This is an optimization exercise on Yosys and OpenROAD, whose aim is small area and a short achievable clock period, not a production implementation. At most, simulation tests tie the RTL to the original design; equivalence was not proved.

==> flow/design.v (excerpt) <==
module lab4_2( 
              input wire      mode,
              input wire[2:0] opCode,
              input wire[3:0] value,
              input clk,
              input reset,
              output reg[9:0] result,
              output reg cacheFull,
              output reg invalidOp,
              output reg overflow);
Size in the first run: about 1100 cells after synthesis, about 280 flip-flops, about 23 I/O pins, roughly 0.015 mm2 of cells after synthesis.
Settings: LEC_CHECK=0, CAP_MARGIN=20, CORE_MARGIN=2, CORE_UTILIZATION=50, CTS_BUF_LIST=sky130_fd_sc_hd__clkbuf_8 sky130_fd_sc_hd__clkbuf_16, CTS_CLUSTER_DIAMETER=80, CTS_CLUSTER_SIZE=14, SETUP_SLACK_MARGIN=4.5, SLEW_MARGIN=20, SYNTH_HIERARCHICAL=1, SYNTH_MINIMUM_KEEP_SIZE=0; clock period 8.0 ns.
run.sh (not shown) runs the stock make flow with config.mk's settings and CLKGATE_MAP_FILE= SYNTH_SCRIPT=/design/flow/synth_recipe.tcl, a recipe that flattens the netlist after the stock synthesis.
The starting point produced a clean layout.
Then changed:
Settings changed: CORE_UTILIZATION 50 to 40, CTS_BUF_LIST sky130_fd_sc_hd__clkbuf_8 sky130_fd_sc_hd__clkbuf_16 to sky130_fd_sc_hd__clkbuf_16, CTS_CLUSTER_DIAMETER 80 to 100, CTS_CLUSTER_SIZE 14 to 22, SETUP_SLACK_MARGIN 4.5 to 4.7.
Global-route usage falls by 5.2 points. Via count rises by 0.92%. Register-to-register slack barely changes. First-iteration DRC count rises by 6.4%. Routed wire length hardly moves. Fmax barely changes.
Then changed:
Settings changed: CORE_UTILIZATION 40 to 50, SETUP_SLACK_MARGIN 4.7 to 4.5.
After rerunning: Area after synthesis does not change; synthesized cell count stays the same.
Then changed:
Settings changed: CORE_UTILIZATION 50 to 70.
Die area drops by a quarter to a third.
Final cell count goes down by a little under a tenth.
Utilization rises by 22 points.
Count of clock-buffer cells in the layout is unchanged.
Routed wire length drops by a few percent.
Hold slack degrades by 0.038 ns.
Non-clock buffer count went up by 1.


run A:
lab4_2, a different RTL version from the one above (not shown whole).
Size in the first run: about 270 flip-flops, about 15,000 um2 of cells after synthesis.
==> flow/design.v (excerpt) <==
module lab4_2( 
              input wire      mode,
              input wire[2:0] opCode,
              input wire[3:0] value,
              input clk,
              input reset,
              output reg[9:0] result,
              output reg cacheFull,
              output reg invalidOp,
              output reg overflow);
==> flow/config.mk <==
export PLATFORM = sky130hd
export DESIGN_NAME = lab4_2
export DESIGN_NICKNAME = lab4_2
export VERILOG_FILES = /design/flow/design.v
export SDC_FILE = /design/flow/constraint.sdc
export NUM_CORES = 4
export LEC_CHECK = 0
export CAP_MARGIN = 20
export CORE_MARGIN = 2
export CORE_UTILIZATION = 40
export SETUP_SLACK_MARGIN = 5
export SLEW_MARGIN = 20
==> flow/constraint.sdc <==
create_clock -name core_clock -period 8.0 [get_ports {clk}]
set_input_delay 1.6000 -clock core_clock [delete_from_list [all_inputs] [get_ports {clk}]]
set_output_delay 1.6000 -clock core_clock [all_outputs]
set_load 0.01 [all_outputs]
What run B does differently from run A at the input level:
# run A
export LEC_CHECK = 0
export CAP_MARGIN = 20
export CORE_MARGIN = 2
export CORE_UTILIZATION = 40
export SETUP_SLACK_MARGIN = 5
export SLEW_MARGIN = 20
create_clock -name core_clock -period 8.0 [get_ports {clk}]
# run B
export LEC_CHECK = 0
export CAP_MARGIN = 20
export CORE_MARGIN = 2
export CORE_UTILIZATION = 40
export SETUP_SLACK_MARGIN = 3.5
export SLEW_MARGIN = 20
create_clock -name core_clock -period 8.0 [get_ports {clk}]
Findings:
- Run A closes out successfully: all stages finished, all timing, DRC and antenna checks passed.
- Run B ended with every stage complete and zero timing, DRC or antenna violations.
- Total wire length on run B is ahead of run A.
- Higher met3 wire length goes to run A over run B.
- Run B ends up with lower design area than run A does.
- Maximum fanout encountered on the critical timing path delta for run B relative to run A: 3 higher
- Run B vs run A on total track usage: run B is the lower one.
Inputs modified between run B and run C:
# run B
export LEC_CHECK = 0
export CAP_MARGIN = 20
export CORE_MARGIN = 2
export CORE_UTILIZATION = 40
export SETUP_SLACK_MARGIN = 3.5
export SLEW_MARGIN = 20
create_clock -name core_clock -period 8.0 [get_ports {clk}]
# run C
export LEC_CHECK = 0
export CAP_MARGIN = 20
export CORE_MARGIN = 2
export CORE_UTILIZATION = 40
export CTS_BUF_LIST = sky130_fd_sc_hd__clkbuf_8
export CTS_CLUSTER_DIAMETER = 100
export CTS_CLUSTER_SIZE = 16
export SETUP_SLACK_MARGIN = 3.5
export SLEW_MARGIN = 20
create_clock -name core_clock -period 8.0 [get_ports {clk}]
Results
- Run C reached the final stage; the timing, design-rule and antenna checks on its layout passed.
- As far as synthesized area goes, run C and run B are indistinguishable; the numbers are identical.
- Summary of run C over run B: final cycle utilization of the critical path shows an increase of 0.51 points; all-layer global routing usage shows a reduction of 0.26 points; synthesized cell count shows no meaningful change; first-iteration DRC count shows an increase of about 7%.


lab4_2 again, from the RTL that the note above started with.
Settings: LEC_CHECK=0, CAP_MARGIN=20, CORE_MARGIN=2, CORE_UTILIZATION=40, SETUP_SLACK_MARGIN=2.5, SLEW_MARGIN=20; clock period 8.0 ns.
==> next run, changes <==
--- a/flow/config.mk
+++ b/flow/config.mk
@@ -11 +11,2 @@
-export SETUP_SLACK_MARGIN = 2.5
+export CTS_BUF_LIST = sky130_fd_sc_hd__clkbuf_4 sky130_fd_sc_hd__clkbuf_8
+export SETUP_SLACK_MARGIN = 3.5
Result: The changed run finished with timing, DRC and antenna clean. Hold slack got worse by 15 ps. Register-to-register slack improved by 880 ps.


lab4_2, a different RTL version from the one above (not shown whole).
For scale: roughly 280 flip-flops, ~23 I/O pins, ~15000 µm² of cells after synthesis.
Settings: LEC_CHECK=0, CAP_MARGIN=20, CORE_MARGIN=2, CORE_UTILIZATION=40, CTS_BUF_LIST=sky130_fd_sc_hd__clkbuf_16, CTS_CLUSTER_DIAMETER=100, CTS_CLUSTER_SIZE=22, SETUP_SLACK_MARGIN=4.0, SLEW_MARGIN=20, SYNTH_HIERARCHICAL=1, SYNTH_MINIMUM_KEEP_SIZE=0; clock period 8.0 ns.
The starting point ran to the end with no violations.
Change:
Settings changed: SETUP_SLACK_MARGIN 4.0 to 4.4.
Worst setup slack improved by 150 ps.
First-iteration DRC count went up by roughly a tenth.
Clock skew drops by 22 ps.
Hold slack improved by 13 ps.
Cell area rose slightly.
Synthesized cell count is unchanged.
Cell count goes up slightly.
Routed wire length is higher by roughly a tenth.
Sequential share of layout area is lower by 0.67 points.
Function was not checked in any run of this note: the RTL went through the layout flow alone.

[static timing again, ports no longer ideal]
Ports are ideal in the flow. The routed layouts listed here were re-timed in OpenROAD.
Step 1: set_driving_cell puts a clkbuf_16 on clk and a buf_2 on each other input, an assumption about the parent block.
Step 2 adds t to the input delays and takes it off the output delays; t is the mean of the earliest and latest rising clock arrival at the registers after step 1. Input paths then give back, and output paths get back, about the clock's delay inside the block.
Slacks: ideal ports / drivers / drivers and shift; pairs: ideal ports / drivers.
run | t, ns | slack for setup (ns) | clock arrival spread, ns | worst data-port slew with drivers (ns) | pins driven straight from the clock port
the first run of note 1 | 0.567 | 4.412 / 4.412 / 3.953 | 0.014 / 0.014 | 0.03 | 1
the second run of note 1 | 0.553 | 4.404 / 4.404 / 4.037 | 0.018 / 0.018 | 0.03 | 1
the third run of note 1 | 0.544 | 4.421 / 4.421 / 3.954 | 0.019 / 0.019 | 0.03 | 1
the fourth run of note 1 | 0.531 | 4.389 / 4.389 / 4.067 | 0.025 / 0.024 | 0.03 | 1
run A | 0.603 | 4.025 / 4.025 / 4.025 | 0.016 / 0.016 | 0.03 | 1
run B | 0.621 | 3.766 / 3.766 / 3.223 | 0.055 / 0.056 | 0.05 | 1
run C | 0.592 | 3.725 / 3.725 / 3.231 | 0.032 / 0.032 | 0.05 | 1
the first run of note 3 | 0.621 | 2.873 / 2.873 / 2.873 | 0.049 / 0.049 | 0.04 | 1
the second run of note 3 | 0.621 | 3.752 / 3.752 / 3.236 | 0.038 / 0.037 | 0.05 | 1
the first run of note 4 | 0.554 | 4.192 / 4.192 / 4.176 | 0.046 / 0.045 | 0.04 | 1
the second run of note 4 | 0.560 | 4.347 / 4.377 / 3.816 | 0.023 / 0.023 | 0.03 | 1
After both steps setup and hold are still met in every run listed. The setup slack of run B, which loses most, moves by 0.000 ns with the drivers and by -0.543 ns with both steps.
